What follows belongs to an exercise in optimizing a design on an open flow for small area, a short achievable clock period and few clock cycles; a production flow would make more cautious choices.
The RTL was checked by simulation tests, not by an equivalence proof against the original design.
Power is estimated from default activity; no workload was simulated.

**flow/flow/run.sh**
```bash
#!/bin/bash
# Layout flow: the standard ORFS flow (standard synthesis unchanged), with
# repair_timing aiming below the design's clock period, and real buffers
# (not delay cells) on the ports. Each tool's output goes to flow.log.
set -euo pipefail
MARGIN=$(cat flow/margin.txt 2>/dev/null || echo 7)
sed -e "s#\"\${@:-finish}\"#SETUP_SLACK_MARGIN=${MARGIN} BUFFER_PORTS_ARGS=\"-buffer_cell sky130_fd_sc_hd__buf_4\" \"\${@:-finish}\"#" \
    standard.sh > my_standard.sh
cat my_standard.sh > my_standard_sh.log
bash my_standard.sh > flow.log 2>&1
```
**flow/flow/margin.txt**
```
7
```
**flow/standard.sh**
```bash
#!/bin/bash
# synth_recipe.tcl (not shown) runs the flow's synth.tcl, then flattens the netlist and writes it again
# the make line also repeats each setting of config.mk as NAME=value (left out here)
make -C /OpenROAD-flow-scripts/flow DESIGN_CONFIG=/design/flow/config.mk WORK_HOME=/design/flow/orfs CLKGATE_MAP_FILE= SYNTH_SCRIPT=/design/flow/synth_recipe.tcl "${@:-finish}"
```
**flow/config.mk**
```make
export PLATFORM = sky130hd
export DESIGN_NAME = mips_cpu_bus
export DESIGN_NICKNAME = mips_cpu_bus
export VERILOG_FILES = /design/flow/design.v
export SDC_FILE = /design/flow/constraint.sdc
export NUM_CORES = 8
export LEC_CHECK = 0
export CAP_MARGIN = 30
export CORE_MARGIN = 2
export CORE_UTILIZATION = 50
export CTS_CLUSTER_DIAMETER = 120
export CTS_CLUSTER_SIZE = 20
export SLEW_MARGIN = 30
```
**flow/constraint.sdc**
```tcl
create_clock -name core_clock -period 12.5 [get_ports {clk}]
set_input_delay 2.5000 -clock core_clock [delete_from_list [all_inputs] [get_ports {clk}]]
set_output_delay 2.5000 -clock core_clock [all_outputs]
set_load 0.01 [all_outputs]
```
**flow/design.v**
```verilog
module mips_cpu_bus(
    input logic clk,
    input logic reset,
    output logic active,
    output logic[31:0] register_v0,
    output logic[31:0] address,
    output logic write,
    output logic read,
    input logic waitrequest,
    output logic[31:0] writedata,
    output logic[3:0] byteenable,
    input logic[31:0] readdata
);
    localparam [29:0] RESET_PC = 30'h2FF00000;    
    logic        qv, qd, qw;
    logic [29:0] qa;
    logic [3:0]  qbe;
    assign address    = {qa, 2'b00};
    assign read       = qv & !qw;
    assign write      = qv & qw;
    assign byteenable = qbe;
    assign writedata  = mres;        
    wire acc = qv & !waitrequest;
    logic [29:0] fpc;           
    logic        arr;           
    logic [1:0]  nq;            
    logic [31:0] iq0, iq1;
    logic [29:0] dpc;           
    logic        dsk;           
    logic        halting;
    logic        ev;
    logic [31:0] ea, eb;
    logic [25:0] ei;
    logic [4:0]  edst;
    logic        am, aw, aw2, an;
    logic        bm, bw, bw2, bn, bi;
    logic        lda, ldb;      
    logic        eimm;          
    logic [2:0]  eimmt;
    logic [3:0]  ealu;
    logic        eload, estore, elink;
    logic [2:0]  emt;
    logic        ebr, ejmp, ejr;
    logic [2:0]  ebt;
    logic        emfhi, emflo, emthi, emtlo, emul, ediv, emsign;
    logic        epred;         
    logic        mv, mmem, mload;
    logic [4:0]  mdst;
    logic [31:0] mres;
    logic [2:0]  mmt;
    logic [1:0]  moff;
    logic        wv, wload;
    logic [4:0]  wdst;
    logic [31:0] wres;
    logic [2:0]  wmt;
    logic [1:0]  woff;
    logic [4:0]  w2dst;
    logic [31:0] w2val;
    wire        dv = (nq != 2'd0) | arr;
    wire [31:0] di = (nq != 2'd0) ? iq0 : readdata;
    wire [5:0] d_op = di[31:26];
    wire [4:0] d_rs = di[25:21];
    wire [4:0] d_rt = di[20:16];
    wire [4:0] d_rd = di[15:11];
    wire [5:0] d_fn = di[5:0];
    wire d_r      = d_op == 6'b000000;
    wire d_regimm = d_op == 6'b000001;
    wire d_j      = d_op == 6'b000010;
    wire d_jal    = d_op == 6'b000011;
    wire d_br4    = d_op[5:2] == 4'b0001;            
    wire d_immalu = d_op[5:3] == 3'b001;              
    wire d_load   = d_op[5:3] == 3'b100;
    wire d_store  = d_op[5:3] == 3'b101;
    wire d_jr     = d_r & (d_fn == 6'b001000);
    wire d_jalr   = d_r & (d_fn == 6'b001001);
    wire d_mfhi   = d_r & (d_fn == 6'b010000);
    wire d_mflo   = d_r & (d_fn == 6'b010010);
    wire d_mthi   = d_r & (d_fn == 6'b010001);
    wire d_mtlo   = d_r & (d_fn == 6'b010011);
    wire d_mul    = d_r & (d_fn[5:1] == 5'b01100);
    wire d_div    = d_r & (d_fn[5:1] == 5'b01101);
    wire d_ralu   = d_r & (d_fn[5] | (d_fn[5:3] == 3'b000));
    wire d_rlink  = d_regimm & d_rt[4];
    wire d_link   = d_jal | d_jalr | d_rlink;
    localparam ALU_ADD = 4'd0, ALU_SUB = 4'd1, ALU_AND = 4'd2, ALU_OR = 4'd3,
               ALU_XOR = 4'd4, ALU_SLT = 4'd5, ALU_SLTU = 4'd6,
               ALU_SLL = 4'd8, ALU_SRL = 4'd10, ALU_SRA = 4'd11,
               ALU_SLLV = 4'd12, ALU_SRLV = 4'd14, ALU_SRAV = 4'd15;
    logic [3:0] d_alu;
    always_comb begin
        d_alu = ALU_ADD;
        if (d_r) begin
            case (d_fn)
                6'b100011: d_alu = ALU_SUB;
                6'b100100: d_alu = ALU_AND;
                6'b100101: d_alu = ALU_OR;
                6'b100110: d_alu = ALU_XOR;
                6'b101010: d_alu = ALU_SLT;
                6'b101011: d_alu = ALU_SLTU;
                6'b000000: d_alu = ALU_SLL;
                6'b000010: d_alu = ALU_SRL;
                6'b000011: d_alu = ALU_SRA;
                6'b000100: d_alu = ALU_SLLV;
                6'b000110: d_alu = ALU_SRLV;
                6'b000111: d_alu = ALU_SRAV;
                default:   d_alu = ALU_ADD;
            endcase
        end else begin
            case (d_op[2:0])
                3'b010: d_alu = ALU_SLT;
                3'b011: d_alu = ALU_SLTU;
                3'b100: d_alu = ALU_AND;
                3'b101: d_alu = ALU_OR;
                3'b110: d_alu = ALU_XOR;
                default: d_alu = ALU_ADD;    
            endcase
        end
    end
    logic [4:0] d_dst;
    always_comb begin
        if (d_jal | d_rlink)                        d_dst = 5'd31;
        else if (d_ralu | d_mfhi | d_mflo | d_jalr) d_dst = d_rd;
        else if (d_immalu | d_load)                 d_dst = d_rt;
        else                                        d_dst = 5'd0;
    end
    wire [29:0] dpc1 = dpc + 30'd1;
    logic        rf_we;
    logic [4:0]  rf_wa;
    logic [31:0] rf_wd;
    logic [31:0] rf_a, rf_b;
    mips_cpu_registers regs(
        .clk(clk), .reset(reset),
        .we(rf_we), .wa(rf_wa), .wd(rf_wd),
        .ra(d_rs), .rda(rf_a),
        .rb(d_rt), .rdb(rf_b),
        .v0(register_v0)
    );
    logic [31:0] alu_y;
    logic [31:0] opa, opb, immx;
    always_comb begin
        if (eimmt == 3'b111) immx = {ei[15:0], 16'd0};               
        else if (eimmt[2])   immx = {16'd0, ei[15:0]};               
        else                 immx = {{16{ei[15]}}, ei[15:0]};        
    end
    always_comb begin
        opa = ({32{am}} & mres) | ({32{aw}} & wres) | ({32{aw2}} & w2val) | ({32{an}} & ea);
        opb = ({32{bm}} & mres) | ({32{bw}} & wres) | ({32{bw2}} & w2val) | ({32{bn}} & eb) |
              ({32{bi}} & immx);
    end
    wire haza = lda & (am | aw);
    wire hazb = ldb & (bm | bw);
    wire  [4:0]  alu_sa = ealu[2] ? opa[4:0] : ei[10:6];
    mips_cpu_ALU alu(.op(ealu), .a(opa), .b(opb), .sa(alu_sa), .y(alu_y));
    logic        md_busy;
    logic [31:0] md_hi, md_lo;
    wire [31:0] st_data = (emt[1:0] == 2'b00) ? {4{opb[7:0]}} :
                          (emt[1:0] == 2'b01) ? {2{opb[15:0]}} : opb;
    logic [31:0] eoth;
    always_comb begin
        if (estore)        eoth = st_data;
        else if (eload)    eoth = opb;
        else if (elink)    eoth = {dpc1, 2'b00};    
        else if (emfhi)    eoth = md_hi;
        else               eoth = md_lo;
    end
    wire ealu_res = !(estore | eload | elink | emfhi | emflo);
    wire [31:0] eres = ealu_res ? alu_y : eoth;
    wire [31:0] agu = opa + {{16{ei[15]}}, ei[15:0]};
    wire a_zero = (opa == 32'd0);
    wire a_neg  = opa[31];
    logic br_cond;
    always_comb begin
        case (ebt)
            3'b100:  br_cond = (opa == opb);         
            3'b101:  br_cond = (opa != opb);         
            3'b110:  br_cond = a_neg | a_zero;       
            3'b111:  br_cond = !a_neg & !a_zero;     
            3'b000:  br_cond = a_neg;                
            default: br_cond = !a_neg;               
        endcase
    end
    wire        e_taken = ev & (ejmp | ejr | (ebr & br_cond));
    wire        sel_e   = ev & (ebr | ejmp | ejr);
    wire [15:0] t_imm   = sel_e ? ei[15:0] : di[15:0];
    wire [30:0] t_sum   = {dpc, 1'b1} + {{14{t_imm[15]}}, t_imm, !sel_e};
    wire [29:0] bta     = t_sum[30:1];
    wire [29:0] target  = ejr ? opa[31:2] : ejmp ? {dpc[29:26], ei[25:0]} : bta;
    wire q_free   = !qv | acc | !qd;
    wire m_done   = mv & (!mmem | (acc & qd));
    wire m_free   = !mv | m_done;
    wire e_md_stall = (emthi | emtlo | emfhi | emflo) & md_busy;
    wire e_mem      = eload | estore;
    wire e_cti      = ebr | ejmp | ejr;
    wire e_br_wait  = e_cti & !dv;
    wire e_haz      = haza | hazb;
    wire e_done = ev & m_free & !e_md_stall & !e_br_wait & !e_haz &
                  !((e_mem | e_cti) & !q_free);
    wire e_free = !ev | e_done;
    wire d_uses_rs = !(d_j | d_jal);
    wire d_uses_rt = d_r | d_store | d_load | (d_op[5:1] == 5'b00010);
    wire d_adv = dv & e_free;
    wire fa_e = ev & (edst != 5'd0) & (edst == d_rs) & d_uses_rs;
    wire fa_m = mv & (mdst != 5'd0) & (mdst == d_rs) & d_uses_rs;
    wire fa_w = wv & (wdst != 5'd0) & (wdst == d_rs) & d_uses_rs;
    wire d_usb = d_uses_rt & !d_immalu;
    wire fb_e = ev & (edst != 5'd0) & (edst == d_rt) & d_usb;
    wire fb_m = mv & (mdst != 5'd0) & (mdst == d_rt) & d_usb;
    wire fb_w = wv & (wdst != 5'd0) & (wdst == d_rt) & d_usb;
    wire am_d  = fa_e | (fa_m & !m_done);
    wire aw_d  = !fa_e & fa_m & m_done;
    wire aw2_d = !fa_e & !fa_m & fa_w;
    wire bm_d  = fb_e | (fb_m & !m_done);
    wire bw_d  = !fb_e & fb_m & m_done;
    wire bw2_d = !fb_e & !fb_m & fb_w;
    wire lda_d = fa_e ? eload : mload;
    wire ldb_d = fb_e ? eload : mload;
    wire redirect = e_done & (epred ? !e_taken : e_taken);
    wire [29:0] rtarget = epred ? dpc1 : target;
    wire [1:0] nq_next_raw = nq + {1'b0, arr} - {1'b0, d_adv};
    wire s0 = (nq == 2'd0) & !arr;                  
    wire s1 = ((nq == 2'd0) & arr) | ((nq == 2'd1) & !arr);
    wire af = acc & !qd;                            
    wire q0 = qv & !qd & (qa == 30'd0);
    wire d_pred = ((d_br4 | d_regimm) & di[15]) | d_j | d_jal;
    wire [29:0] d_ptgt = (d_j | d_jal) ? {dpc1[29:26], di[25:0]} : bta;
    wire n_after = !s0 & !s1;                       
    wire pred_fire = d_adv & d_pred & (n_after | af) & q_free & !sel_e &
                     !(e_done & e_mem) & !redirect;
    wire fetch_ok = !halting && !q0 && !redirect &&
                    (d_adv ? !(!s0 & !s1 & af) : (s0 | (s1 & !af)));
    wire [29:0] nfa = (acc & !qd) ? qa + 30'd1 : fpc;
    wire [1:0] boff = agu[1:0];
    logic [3:0] be_mem;
    always_comb begin
        case (emt[1:0])
            2'b00: be_mem = 4'b0001 << boff;                                    
            2'b01: be_mem = boff[0] ? 4'b0000 : (boff[1] ? 4'b1100 : 4'b0011);  
            2'b11: be_mem = (boff == 2'b00) ? 4'b1111 : 4'b0000;                
            default: be_mem = eload ? (emt[2] ? (4'b1111 << boff)               
                                              : (4'b1111 >> (2'd3 - boff)))     
                                    : 4'b0000;
        endcase
    end
    logic [31:0] ld;
    always_comb begin
        case (wmt)
            3'b000: case (woff)                                    
                2'd0: ld = {{24{readdata[7]}},  readdata[7:0]};
                2'd1: ld = {{24{readdata[15]}}, readdata[15:8]};
                2'd2: ld = {{24{readdata[23]}}, readdata[23:16]};
                default: ld = {{24{readdata[31]}}, readdata[31:24]};
            endcase
            3'b100: case (woff)                                    
                2'd0: ld = {24'd0, readdata[7:0]};
                2'd1: ld = {24'd0, readdata[15:8]};
                2'd2: ld = {24'd0, readdata[23:16]};
                default: ld = {24'd0, readdata[31:24]};
            endcase
            3'b001: ld = woff[1] ? {{16{readdata[31]}}, readdata[31:16]}
                                 : {{16{readdata[15]}}, readdata[15:0]};    
            3'b101: ld = woff[1] ? {16'd0, readdata[31:16]}
                                 : {16'd0, readdata[15:0]};                 
            3'b010: case (woff)                                    
                2'd0: ld = {readdata[7:0],  wres[23:0]};
                2'd1: ld = {readdata[15:0], wres[15:0]};
                2'd2: ld = {readdata[23:0], wres[7:0]};
                default: ld = readdata;
            endcase
            3'b110: case (woff)                                    
                2'd0: ld = readdata;
                2'd1: ld = {wres[31:24], readdata[31:8]};
                2'd2: ld = {wres[31:16], readdata[31:16]};
                default: ld = {wres[31:8], readdata[31:24]};
            endcase
            default: ld = readdata;                                
        endcase
    end
    wire w_misal = wload & ((wmt[1:0] == 2'b11 & woff != 2'b00) |
                            (wmt[1:0] == 2'b01 & woff[0]));
    wire [31:0] wval = (wload & !w_misal) ? ld : wres;
    assign rf_we = wv & (wdst != 5'd0);
    assign rf_wa = wdst;
    assign rf_wd = wval;
    always_ff @(posedge clk) begin
        if (reset) begin
            qv      <= 1'b1;
            qd      <= 1'b0;
            qw      <= 1'b0;
            qa      <= RESET_PC;
            qbe     <= 4'b1111;
            fpc     <= RESET_PC;
            arr     <= 1'b0;
            nq      <= 2'd0;
            dpc     <= RESET_PC;
            dsk     <= 1'b0;
            halting <= 1'b0;
            ev      <= 1'b0;
            mv      <= 1'b0;
            wv      <= 1'b0;
            active  <= 1'b1;
        end else begin
            if (e_done & e_mem) begin
                qv  <= 1'b1;
                qd  <= 1'b1;
                qw  <= estore;
                qa  <= agu[31:2];
                qbe <= be_mem;
            end else if (redirect) begin
                qv  <= 1'b1;
                qd  <= 1'b0;
                qw  <= 1'b0;
                qa  <= rtarget;
                qbe <= 4'b1111;
            end else if (pred_fire) begin
                qv  <= 1'b1;
                qd  <= 1'b0;
                qw  <= 1'b0;
                qa  <= d_ptgt;
                qbe <= 4'b1111;
            end else if (q_free) begin
                qv  <= fetch_ok;
                qd  <= 1'b0;
                qw  <= 1'b0;
                qa  <= nfa;
                qbe <= 4'b1111;
            end
            if (acc & !qd) fpc <= qa + 30'd1;
            if (redirect)  fpc <= rtarget;
            else if (pred_fire) fpc <= d_ptgt;
            if (q0) halting <= 1'b1;
            arr <= acc & !qd & !redirect & !q0 & !(pred_fire & n_after);
            if (redirect) begin
                if (d_adv) nq <= 2'd0;
                else begin
                    nq  <= 2'd1;
                    iq0 <= di;
                end
            end else begin
                nq <= nq_next_raw;
                case (nq)
                    2'd0: if (arr & !d_adv) iq0 <= readdata;
                    2'd1: if (d_adv) begin if (arr) iq0 <= readdata; end
                          else if (arr) iq1 <= readdata;
                    default: if (d_adv) begin iq0 <= iq1; if (arr) iq1 <= readdata; end
                endcase
            end
            if (e_done & e_taken) begin
                dpc <= target;
                dsk <= !d_adv;
            end else if (d_adv) begin
                if (dsk) dsk <= 1'b0;
                else     dpc <= dpc1;
            end
            if (e_free) ev <= d_adv;
            if (m_free) mv <= e_done;
            wv <= m_done;
            if (halting & !dv & !ev & !mv & !wv) active <= 1'b0;
        end
        if (d_adv) begin
            eimm  <= d_immalu;
            eimmt <= d_op[2:0];
            lda   <= lda_d;
            ldb   <= ldb_d;
            ei    <= di[25:0];
            edst  <= d_dst;
            ealu  <= d_alu;
            eload <= d_load;
            estore<= d_store;
            elink <= d_link;
            emt   <= d_op[2:0];
            ebr   <= d_br4 | d_regimm;
            ebt   <= d_regimm ? {2'b00, d_rt[0]} : d_op[2:0];
            ejmp  <= d_j | d_jal;
            ejr   <= d_jr | d_jalr;
            emfhi <= d_mfhi;
            emflo <= d_mflo;
            emthi <= d_mthi;
            emtlo <= d_mtlo;
            emul  <= d_mul;
            ediv  <= d_div;
            emsign<= !d_fn[0];
            epred <= pred_fire;
        end
        ea <= d_adv ? rf_a : opa;
        eb <= d_adv ? rf_b : opb;
        if (d_adv) begin
            am <= am_d; aw <= aw_d; aw2 <= aw2_d; an <= !(am_d | aw_d | aw2_d);
            bm <= bm_d; bw <= bw_d; bw2 <= bw2_d; bn <= !(bm_d | bw_d | bw2_d) & !d_immalu;
            bi <= d_immalu;
        end else begin
            am <= am & !m_done; aw <= am & m_done; aw2 <= aw; an <= an | aw2;
            bm <= bm & !m_done; bw <= bm & m_done; bw2 <= bw; bn <= bn | bw2;
        end
        w2dst <= rf_we ? rf_wa : 5'd0;
        w2val <= rf_wd;
        if (e_done) begin
            mmem  <= e_mem;
            mload <= eload;
            mdst  <= edst;
            mres  <= eres;
            mmt   <= emt;
            moff  <= agu[1:0];
        end
        wload <= mload;
        wdst  <= mdst;
        wres  <= mres;
        wmt   <= mmt;
        woff  <= moff;
    end
    mips_cpu_multiplier md(
        .clk(clk), .reset(reset),
        .start(e_done & (emul | ediv)), .is_div(ediv), .sign(emsign),
        .a(opa), .b(opb),
        .wr_hi(e_done & emthi), .wr_lo(e_done & emtlo),
        .busy(md_busy), .hi(md_hi), .lo(md_lo)
    );
endmodule
module mips_cpu_registers(
    input  logic        clk,
    input  logic        reset,
    input  logic        we,
    input  logic [4:0]  wa,
    input  logic [31:0] wd,
    input  logic [4:0]  ra,
    output logic [31:0] rda,
    input  logic [4:0]  rb,
    output logic [31:0] rdb,
    output logic [31:0] v0
);
    logic [31:0] r [1:31];
    wire  [31:0] wdm = reset ? 32'd0 : wd;
    genvar i;
    generate
        for (i = 1; i < 32; i = i + 1) begin : g_reg
            always_ff @(posedge clk)
                if (reset | (we & (wa == i))) r[i] <= wdm;
        end
    endgenerate
    always_comb begin
        rda = 32'd0;
        rdb = 32'd0;
        for (int k = 1; k < 32; k++) begin
            if (ra == k) rda = r[k];
            if (rb == k) rdb = r[k];
        end
    end
    assign v0 = r[2];
endmodule
module mips_cpu_ALU(
    input  logic [3:0]  op,
    input  logic [31:0] a,
    input  logic [31:0] b,
    input  logic [4:0]  sa,
    output logic [31:0] y
);
    wire sub = (op == 4'd1) | (op == 4'd5) | (op == 4'd6);
    wire [32:0] s = {1'b0, a} + {1'b0, b ^ {32{sub}}} + {32'd0, sub};
    wire slt  = (a[31] ^ b[31]) ? a[31] : s[31];
    wire sltu = ~s[32];
    wire left  = op[3] & ~op[1];           
    wire arith = op[3] & op[1] & op[0];    
    logic [31:0] x, r, sh;
    always_comb begin
        for (int k = 0; k < 32; k++) x[k] = left ? b[31-k] : b[k];
        r = $signed({arith & b[31], x}) >>> sa;
        for (int k = 0; k < 32; k++) sh[k] = left ? r[31-k] : r[k];
    end
    always_comb begin
        case (op)
            4'd0, 4'd1: y = s[31:0];
            4'd2:       y = a & b;
            4'd3:       y = a | b;
            4'd4:       y = a ^ b;
            4'd5:       y = {31'd0, slt};
            4'd6:       y = {31'd0, sltu};
            default:    y = sh;
        endcase
    end
endmodule
module mips_cpu_multiplier(
    input  logic        clk,
    input  logic        reset,
    input  logic        start,
    input  logic        is_div,
    input  logic        sign,
    input  logic [31:0] a,
    input  logic [31:0] b,
    input  logic        wr_hi,
    input  logic        wr_lo,
    output logic        busy,
    output logic [31:0] hi,
    output logic [31:0] lo
);
    localparam S_IDLE = 4'd0, S_ABS1 = 4'd1, S_ABS2 = 4'd2, S_MUL = 4'd3,
               S_NORM = 4'd4, S_DIV = 4'd5, S_NEGH = 4'd6, S_NEGL = 4'd7,
               S_NRM4 = 4'd8, S_DCHK = 4'd9, S_MFIX = 4'd10;
    logic [3:0]  st;
    logic        div, negq, negr, negb, mfix;
    logic [32:0] m;          
    logic [3:0]  hx;         
    logic        bp;         
    logic [5:0]  cnt;
    assign busy = (st != S_IDLE);
    wire bneg = lo[1] & !(lo[0] & bp);
    wire bone = lo[0] ^ bp;
    wire btwo = (lo[1] & !lo[0] & !bp) | (!lo[1] & lo[0] & bp);
    wire [35:0] mx  = {{3{m[32]}}, m};
    wire [35:0] bsel = ({36{bone}} & mx) | ({36{btwo}} & {mx[34:0], 1'b0});
    logic [35:0] ax, ay;
    logic        aci;
    always_comb begin
        ax = {4'd0, hi}; ay = ~{3'd0, m}; aci = 1'b1;
        case (st)
            S_ABS1: begin ax = 36'd0; ay = ~{4'd0, hi}; end
            S_ABS2: begin ax = 36'd0; ay = ~{3'd0, m}; end
            S_MUL:  begin ax = {hx, hi}; ay = bneg ? ~bsel : bsel; aci = bneg; end
            S_MFIX: begin ax = {hx, hi}; ay = mx; aci = 1'b0; end
            S_NORM: begin ay = ~{3'd0, m[31:0], 1'b0}; end
            S_NRM4: begin ay = ~{m[31:0], 4'b0}; end
            S_NEGH: begin ax = 36'd0; ay = ~{4'd0, hi}; end
            S_NEGL: begin ax = 36'd0; ay = ~{4'd0, lo}; end
            default: ;    
        endcase
    end
    wire [36:0] asum = {1'b0, ax} + {1'b0, ay} + {36'd0, aci};
    wire ge = asum[36];      
    always_ff @(posedge clk) begin
        if (reset) begin
            st <= S_IDLE;
            hi <= 32'd0;
            lo <= 32'd0;
        end else if (start) begin
            if ((a == 32'd0) | (b == 32'd0)) begin
                hi <= 32'd0;
                lo <= 32'd0;
                st <= S_IDLE;
            end else if (is_div) begin
                div  <= 1'b1;
                negb <= sign & b[31];
                negq <= sign & (a[31] ^ b[31]);
                negr <= sign & a[31];
                m    <= {1'b0, b};
                cnt  <= 6'd0;
                hi   <= a;
                lo   <= 32'd0;
                st   <= (sign & a[31]) ? S_ABS1 : (sign & b[31]) ? S_ABS2 : S_DCHK;
            end else begin
                div  <= 1'b0;
                m    <= {sign & a[31], a};
                mfix <= !sign & b[31];
                hi   <= 32'd0;
                hx   <= 4'd0;
                lo   <= b;
                bp   <= 1'b0;
                cnt  <= 6'd0;
                st   <= S_MUL;
            end
        end else begin
            case (st)
                S_IDLE: begin
                    if (wr_hi) hi <= a;
                    if (wr_lo) lo <= a;
                end
                S_ABS1: begin
                    hi <= asum[31:0];
                    st <= negb ? S_ABS2 : S_DCHK;
                end
                S_ABS2: begin
                    m  <= {1'b0, asum[31:0]};
                    st <= S_DCHK;
                end
                S_MUL: begin
                    {hx, hi} <= {{2{asum[35]}}, asum[35:2]};
                    lo  <= {asum[1:0], lo[31:2]};
                    bp  <= lo[1];
                    cnt <= cnt + 6'd1;
                    if (cnt == 6'd15) st <= mfix ? S_MFIX : S_IDLE;
                end
                S_MFIX: begin
                    hi <= asum[31:0];
                    st <= S_IDLE;
                end
                S_DCHK: begin
                    if (!ge) st <= negr ? S_NEGH : S_IDLE;
                    else     st <= S_NRM4;
                end
                S_NRM4: begin
                    if (m[31:28] == 4'd0 && ge) begin
                        m   <= {1'b0, m[27:0], 4'b0};
                        cnt <= cnt + 6'd4;
                    end else begin
                        st <= S_NORM;
                    end
                end
                S_NORM: begin
                    if (!m[31] && ge) begin
                        m   <= {1'b0, m[30:0], 1'b0};
                        cnt <= cnt + 6'd1;
                    end else begin
                        st <= S_DIV;
                    end
                end
                S_DIV: begin
                    if (ge) hi <= asum[31:0];
                    lo  <= {lo[30:0], ge};
                    m   <= {2'b0, m[31:1]};
                    cnt <= cnt - 6'd1;
                    if (cnt == 6'd0)
                        st <= negq ? S_NEGL : (negr ? S_NEGH : S_IDLE);
                end
                S_NEGL: begin
                    lo <= asum[31:0];
                    st <= negr ? S_NEGH : S_IDLE;
                end
                S_NEGH: begin
                    hi <= asum[31:0];
                    st <= S_IDLE;
                end
                default: st <= S_IDLE;
            endcase
        end
    end
endmodule
```
==> results of run 1 <==
## through the flow
step | hold WS (ns) | setup WS, ns | cell area (um^2) | power [uW]
after floorplan | 0.323 | 7.01 | 89900 | 20100
after global placement | 0.336 | 4.80 | 94000 | 29500
after detailed placement | 0.337 | 4.87 | 94400 | 29600
after CTS | 0.358 | 6.97 | 99000 | 33600
after global routing | 0.369 | 6.54 | 101000 | 36300
final | 0.358 | 6.73 | 101000 | 35900
## cells in the mapped netlist, drive strengths merged, types with 116 or more instances
cell type     n
a211oi      199
a21oi       663
a221oi      215
a222oi      118
a22oi       309
clkbuf      676
dfxtp       321
edfxtp     1204
ha          202
inv         166
mux2i       168
nand2       952
nand3       169
nor2        857
nor3        167
o21ai       641
o22ai       439
xnor2       155
xor2        116
## cell families (layout without fill, tap and decap cells)
family                     Yosys count  count (layout)  synth area share [%]
xor gates and xnor gates           271             271                  2.64
DFF                               1525            1525                  47.4
adders and majority gates          208             208                  2.95
other                                1              54               0.00418
muxes                              232             232                  2.94
buffers and inverters              964             988                  4.16
AOI/OAI and AO/OA                 3546            3546                  27.0
and+or+nand+nor                   2613            2621                  12.9
## metal layers
| metal | vias up | GRT usage (%) | share of wire (%) |
|---|---|---|---|
| met1 | 44057 | 59.4 | 32 |
| met4 | 38 | 48.9 | 12 |
| met3 | 2553 | 17.5 | 14 |
| met2 | 8960 | 75.3 | 42 |
| li1 | 36261 | - | - |
| met5 | - | 0.625 | 0.069 |
## final cells by class
cell class	count	area, um^2
antenna	52	130
clock buffer	150	2490
clock inverter	15	267
fill	15415	77300
inverter	181	758
multi-input combinational	6880	46000
sequential	1525	42600
tap	2355	2950
timing repair buffer	642	5920
## critical path, delay by kind of cell (launching register included)
kind                   cells  cell delay (ns)
multiplexers               1             0.67
AO/OA/AOI/OAI              6             2.86
AND/OR/NAND/NOR            2             0.38
buffers and inverters      4             1.11
flip-flops                 1             0.33
## power groups by stage
stage | Sequential, uW | Clock [uW] | Combinational, uW
after detailed placement | 9500 | 0 | 20100
after global routing | 9580 | 3440 | 23300
after global placement | 9470 | 0 | 20000
after floorplan | 8400 | 0 | 11700
final | 9620 | 3310 | 23000
after CTS | 9360 | 3270 | 20900
## worst max path at each step
stage	to	slack [ns]
global route	ea[12]	6.54
CTS	eb[20]	6.97
global placement	ea[16]	4.80
floorplan	qa[28]	7.01
finish	mres[14]	6.73
detailed placement	qa[1]	4.87
## flip-flops by register name (all words and copies together) (netlist names), 6 cells and up
| name | flops |
|---|---|
| md.hi | 32 |
| w2val | 32 |
| qa | 30 |
| iq0 | 32 |
| ea | 32 |
| md.cnt | 6 |
| mres | 32 |
| wres | 32 |
| fpc | 30 |
| iq1 | 32 |
| dpc | 30 |
| md.m | 33 |
| md.lo | 32 |
| eb | 32 |
| ei | 26 |
| regs.r | 992 |
## repair_timing
item	in CTS	in global routing
endpoints found under the setup margin	419	311
gates cloned	9	13
pin swaps	34	61
hold buffers	0	0
gates resized for setup	278	231
buffers inserted	64	82
==> results.json, run 1 <==
{
  "synth-edff-count": 1204,
  "comb_power_share_pct": 64.0,
  "crit_arrival_ns": 6.23,
  "dp_hpwl_um": 327000,
  "drive_gt1_share_pct": 13.4,
  "rr_startpoint": "aw2",
  "avgSynthCellArea_um2": 9.59,
  "synth.largest_area_cell": "edfxtp_1",
  "p_sw_share_pct": 55.3,
  "netlist.area_leader.share_pct": 40.3,
  "final_cells": 11800,
  "rows": 155,
  "critical_path.slowest_cell": "o31ai_1",
  "final_common_cell": "edfxtp_1",
  "worstPathRequired_ns": 12.96,
  "numClockSinks": 1525,
  "yosys-top-cells-area": "edfxtp_1, dfxtp_1, nand2_1",
  "synth_area_um2": 89800,
  "r2r_setup_slack_ns": 6.73,
  "cts_tree": "built",
  "irDropWorstVdd_mv": 0.224,
  "hold_viol_final": 0,
  "core_um2": 178000,
  "antenna_found_initial": 58,
  "ys_warn_count": 5,
  "drv_slew": 0,
  "worstMarginPinSlew_ns": 1.19,
  "p_seq_share_pct": 26.8,
  "drc": 0,
  "setup_violations": 0,
  "grt_usage_pct": 51.7,
  "initial_core_util_pct": 50.3,
  "grt_max_degree": 79,
  "fin_crit_ns": 5.77,
  "worstSetupStartpoint": "aw2",
  "drt-wirelength-per-cell_um": 41.8,
  "rr_endpoint": "mres[14]",
  "cts_buffer_depth": 3,
  "cts_root_buffer": "clkbuf_16",
  "cp-start-kind": "flop",
  "final_core_util_pct": 56.7,
  "cp-end-kind": "flop",
  "crit_chain": "buf_4 > a22oi_1 > nand2_2 > inv_1 > buf_4 > a21oi_2 > buf_4 > mux4_2 > o31ai_1 > nor2_1 > a31oi_1 > o22ai_1 > o31ai_1",
  "clkLatencyLatePin_ns": 0.83,
  "grt_pass1_wl_um": 663000,
  "whs_endpoint": "woff[1]",
  "clk_pin_slew_ns": 0.10,
  "viasPerCell": 7.79,
  "dieArea_um2": 183000,
  "gp_congestion": 1.12,
  "path_class": "flop to flop",
  "p_per_area_nw_per_um2": 355,
  "outcome": "complete, no violations",
  "via_count": 91869,
  "ys_seq_area_share_pct": 47.4,
  "rsz0062_at_grt": "true",
  "finalCritPeriodShare_pct": 46.2,
  "die_w_um": 428,
  "critical_path.max_fanout": 33,
  "max_stage_delay_ns": 0.97,
  "clock_skew_ns": 0.0581,
  "cts_made_buffers": 89,
  "synthCells": 9360,
  "maxCapViolations": 0,
  "first_iter_violations": 18041,
  "p_switching_uw": 19800,
  "internal-power_uw": 16000,
  "grt_pass1_vias": 82260,
  "cts_max_level": 3,
  "dpl.cell_count": 11412,
  "synth-main-ff-cell": "edfxtp_1",
  "pwr-share-clk_pct": 9.2,
  "synth.distinct_cells": 99,
  "drt-total-wl_um": 493000,
  "cp_common_cell": "buf_4",
  "area_delta_synth_final_pct": 12.7,
  "hold_class": "flop to flop",
  "final_nets": 9562,
  "power.leakage_uw": 0.0354,
  "io_pins": 138,
  "antenna_left": 0,
  "reg2reg_depth": 13,
  "ys_ff_latch": 1525,
  "synth-async-reset-ratio_pct": 0,
  "first_pass_iters": 11,
  "numPortBuffers": 135,
  "grt-ovfl-total": 0,
  "relSlewSlack_pct": 20.1,
  "die_height_um": 428,
  "timing.fmax_mhz": 173,
  "min-delay-start": "moff[1]",
  "layout_common_cells": "edfxtp_1, nand2_1, nor2_1",
  "whs_path_depth": 0,
  "fin_tns_setup_ns": 0
}
Testbench counts, summed over its fixed seeds: cycles 113,906.
==> run 2: changes to the inputs <==
--- a/flow/design.v
+++ b/flow/design.v
@@ -43,7 +43,6 @@
     logic        ebr, ejmp, ejr;
     logic [2:0]  ebt;
     logic        emfhi, emflo, emthi, emtlo, emul, ediv, emsign;
-    logic        epred;         
     logic        mv, mmem, mload;
     logic [4:0]  mdst;
     logic [31:0] mres;
@@ -180,10 +179,7 @@
         endcase
     end
     wire        e_taken = ev & (ejmp | ejr | (ebr & br_cond));
-    wire        sel_e   = ev & (ebr | ejmp | ejr);
-    wire [15:0] t_imm   = sel_e ? ei[15:0] : di[15:0];
-    wire [30:0] t_sum   = {dpc, 1'b1} + {{14{t_imm[15]}}, t_imm, !sel_e};
-    wire [29:0] bta     = t_sum[30:1];
+    wire [29:0] bta     = dpc + {{14{ei[15]}}, ei[15:0]};
     wire [29:0] target  = ejr ? opa[31:2] : ejmp ? {dpc[29:26], ei[25:0]} : bta;
     wire q_free   = !qv | acc | !qd;
     wire m_done   = mv & (!mmem | (acc & qd));
@@ -214,18 +210,12 @@
     wire bw2_d = !fb_e & !fb_m & fb_w;
     wire lda_d = fa_e ? eload : mload;
     wire ldb_d = fb_e ? eload : mload;
-    wire redirect = e_done & (epred ? !e_taken : e_taken);
-    wire [29:0] rtarget = epred ? dpc1 : target;
+    wire redirect = e_done & e_taken;
     wire [1:0] nq_next_raw = nq + {1'b0, arr} - {1'b0, d_adv};
     wire s0 = (nq == 2'd0) & !arr;                  
     wire s1 = ((nq == 2'd0) & arr) | ((nq == 2'd1) & !arr);
     wire af = acc & !qd;                            
     wire q0 = qv & !qd & (qa == 30'd0);
-    wire d_pred = ((d_br4 | d_regimm) & di[15]) | d_j | d_jal;
-    wire [29:0] d_ptgt = (d_j | d_jal) ? {dpc1[29:26], di[25:0]} : bta;
-    wire n_after = !s0 & !s1;                       
-    wire pred_fire = d_adv & d_pred & (n_after | af) & q_free & !sel_e &
-                     !(e_done & e_mem) & !redirect;
     wire fetch_ok = !halting && !q0 && !redirect &&
                     (d_adv ? !(!s0 & !s1 & af) : (s0 | (s1 & !af)));
     wire [29:0] nfa = (acc & !qd) ? qa + 30'd1 : fpc;
@@ -309,13 +299,7 @@
                 qv  <= 1'b1;
                 qd  <= 1'b0;
                 qw  <= 1'b0;
-                qa  <= rtarget;
-                qbe <= 4'b1111;
-            end else if (pred_fire) begin
-                qv  <= 1'b1;
-                qd  <= 1'b0;
-                qw  <= 1'b0;
-                qa  <= d_ptgt;
+                qa  <= target;
                 qbe <= 4'b1111;
             end else if (q_free) begin
                 qv  <= fetch_ok;
@@ -325,10 +309,9 @@
                 qbe <= 4'b1111;
             end
             if (acc & !qd) fpc <= qa + 30'd1;
-            if (redirect)  fpc <= rtarget;
-            else if (pred_fire) fpc <= d_ptgt;
+            if (redirect)  fpc <= target;
             if (q0) halting <= 1'b1;
-            arr <= acc & !qd & !redirect & !q0 & !(pred_fire & n_after);
+            arr <= acc & !qd & !redirect & !q0;
             if (redirect) begin
                 if (d_adv) nq <= 2'd0;
                 else begin
@@ -344,7 +327,7 @@
                     default: if (d_adv) begin iq0 <= iq1; if (arr) iq1 <= readdata; end
                 endcase
             end
-            if (e_done & e_taken) begin
+            if (redirect) begin
                 dpc <= target;
                 dsk <= !d_adv;
             end else if (d_adv) begin
@@ -379,7 +362,6 @@
             emul  <= d_mul;
             ediv  <= d_div;
             emsign<= !d_fn[0];
-            epred <= pred_fire;
         end
         ea <= d_adv ? rf_a : opa;
         eb <= d_adv ? rf_b : opb;
--- a/flow/config.mk
+++ b/flow/config.mk
@@ -5,9 +5,9 @@
 export SDC_FILE = /design/flow/constraint.sdc
 export NUM_CORES = 8
 export LEC_CHECK = 0
-export CAP_MARGIN = 30
+export CAP_MARGIN = 20
 export CORE_MARGIN = 2
 export CORE_UTILIZATION = 50
 export CTS_CLUSTER_DIAMETER = 120
 export CTS_CLUSTER_SIZE = 20
-export SLEW_MARGIN = 30
+export SLEW_MARGIN = 20
==> results.json, run 2 <==
{
  "outcome": "complete, no violations",
  "top_register": "regs.r",
  "fin_area_um2": 96200,
  "crit_arrival_ns": 6.50,
  "hold_viol_final": 0,
  "layout_common_cells": "edfxtp_1, a21oi_1, nand2_1",
  "grt_pass1_vias": 77556,
  "maxCapViolations": 0,
  "dp_hpwl_um": 315000,
  "die_w_um": 423,
  "cts_buffer_depth": 3,
  "drc": 0,
  "path_class": "input pin to flop",
  "hold_class": "flop to flop",
  "setup_violations": 0,
  "fin_tns_setup_ns": 0,
  "core_um2": 174000,
  "numClockSinks": 1524,
  "viasPerCell": 7.61,
  "worstMarginPinSlew_ns": 1.29,
  "rsz0062_at_grt": "true",
  "p_per_area_nw_per_um2": 334,
  "drv_slew": 0,
  "clkLatencyLatePin_ns": 0.83,
  "netlist.area_leader.share_pct": 41.2,
  "drt-total-wl_um": 461000,
  "drt-wirelength-per-cell_um": 40.7,
  "via_count": 86214,
  "dpl.cell_count": 11038,
  "rows": 153,
  "largest_reg_flops": 992,
  "power.leakage_uw": 0.0344,
  "timing.fmax_mhz": 173,
  "synthCells": 9004,
  "worstPathRequired_ns": 13.24,
  "cts_made_buffers": 90,
  "synth_area_um2": 87700,
  "grt_usage_pct": 49.6,
  "initial_core_util_pct": 50.4,
  "final_nets": 9126,
  "ys_top_cells_by_count": "edfxtp_1, nor2_1, nand2_1",
  "final_cells": 11330,
  "relSlewSlack_pct": 13.1,
  "synth.distinct_cells": 110,
  "ys_warn_count": 5,
  "met2_usage_pct": 73.2,
  "cp-end-kind": "flop",
  "die_height_um": 423,
  "fin_crit_ns": 5.76,
  "clock_skew_ns": 0.0629,
  "ys_ff_latch": 1524,
  "cts_root_buffer": "clkbuf_16",
  "met1_usage_pct": 57.5,
  "cp-start-kind": "input pin",
  "place_area_um2": 91700,
  "avgSynthCellArea_um2": 9.74,
  "grt_max_degree": 79,
  "irDropWorstVdd_mv": 0.221,
  "drive_gt1_share_pct": 11.2,
  "critical_path.max_fanout": 32,
  "synth-edff-count": 1203,
  "synth.largest_area_cell": "edfxtp_1",
  "use_met3_pct": 16.3,
  "top_usage_layer": "met2",
  "dieArea_um2": 179000,
  "reg.largest.list": "regs.r (992), md.m (33)",
  "final_common_cell": "edfxtp_1",
  "first_pass_iters": 13,
  "area_delta_synth_final_pct": 9.70,
  "yosys-top-cells-area": "edfxtp_1, dfxtp_1, a22oi_1",
  "cts_max_level": 3,
  "gp_congestion": 1.12,
  "first_iter_violations": 16964,
  "antenna_left": 0,
  "grt-ovfl-total": 0,
  "finalCritPeriodShare_pct": 46.1,
  "synth-async-reset-ratio_pct": 0,
  "numPortBuffers": 135,
  "antenna_found_initial": 53,
  "grt_pass1_wl_um": 627000,
  "cts_tree": "built",
  "post-synth-top-count-cell": "edfxtp_1",
  "synth-main-ff-cell": "edfxtp_1",
  "io_pins": 138,
  "clk_pin_slew_ns": 0.09,
  "ys_seq_area_share_pct": 48.5
}
run 2: where the power goes:
part | internal (uW) | switching (uW)
clock | 1440 | 1880
sequential | 7340 | 1980
combinational | 5850 | 13600
total | 14600 | 17500
run 2: repair_timing:
| action | in CTS | in global routing |
|---|---|---|
| cloned | 4 | 10 |
| setup endpoints to repair | 354 | 216 |
| pin swaps | 9 | 22 |
| setup buffers | 18 | 42 |
| hold endpoints to repair | 0 | 0 |
| hold buffers | 0 | 0 |
| gates resized for setup | 100 | 111 |
run 2: worst paths after layout:
path | start | cells after the start | end | slack, ns
worst max-delay path | readdata[23] | 13 | ea[29] | 6.74
worst max register to register | mres[1] | 15 | iq1[15] | 6.87
worst min-delay path | moff[0] | 0 | woff[0] | 0.35
worst min register to register | moff[0] | 0 | woff[0] | 0.35
run 2: logic make-up (layout without fill, tap and decap cells):
group	Yosys count	after routing	synth area share (%)
buffers and inverters	923	871	4.18
muxes	202	202	2.71
xor gates and xnor gates	284	284	2.84
DFF	1524	1524	48.5
AOI/OAI and AO/OA	3525	3526	26.8
other	1	49	0.00428
adders and majority gates	208	208	3.02
and+or+nand+nor	2337	2341	11.9
run 2: worst max-delay path, cell delays in order:
cell	delay, ns
buf_4	0.19
or4b_2	0.64
o21a_1	0.47
nor2_2	0.25
buf_6	0.35
a22o_1	0.22
a221oi_1	0.05
and3_1	0.22
a21oi_1	0.49
o21ai_1	0.41
a21oi_1	0.27
o221ai_1	0.16
a31oi_1	0.22
run 2: layout make-up:
class / count / area [um^2]
diodes: 47 / 118
clock buffers: 151 / 2520
clock inverters: 16 / 279
fillers: 15312 / 77800
inverters: 171 / 694
multi-input cells: 6563 / 42600
flip-flops and latches: 1524 / 42600
well taps: 2325 / 2910
repair buffers: 533 / 4480
run 2: per-layer routing:
metal	part of all wire, %	vias up
met5	0.061	-
met4	12	40
met3	13	2256
met2	42	7831
met1	33	41421
li1	-	34666
run 2: metrics by stage:
stage          power [uW]  utilization, %  setup WS [ns]  hold WS (ns)
6_report            32100            55.3           6.74         0.354
5_1_grt             32600            55.2           6.77         0.373
4_1_cts             30400            54.6           6.93         0.359
3_5_place_dp        26900            52.7           5.02         0.335
3_3_place_gp        26900            52.7           5.09         0.335
2_1_floorplan       18700               -           7.00         0.323
Testbench counts of run 2, summed over its fixed seeds: cycles 115,907.

re-timing with driven ports:
No port has a modelled driver above. Below, the same layouts with a new extraction and two added sets of constraints. Step 1: set_driving_cell puts a clkbuf_16 on clk and a buf_2 on each other input, an assumption about the parent block. Step 2 moves the port delays by t, midway between the first and last clock arrival at a register: inputs arrive t later, outputs are due t later. That takes back most of the time a late clock gives input paths. Three values: ideal ports, drivers, drivers and shift; two values: the first two.
run	shift t [ns]	setup WS [ns]	hold slack, ns	pins driven straight from the clock port
run 1	0.898	6.731 / 6.731 / 5.882	0.358 / 0.358 / 0.358	1
run 2	0.900	6.736 / 6.812 / 5.912	0.354 / 0.354 / 0.354	1
After both steps every run listed still meets setup and hold. The setup slack of run 1, which loses most, moves by 0.000 ns with the drivers and by -0.849 ns with both steps.
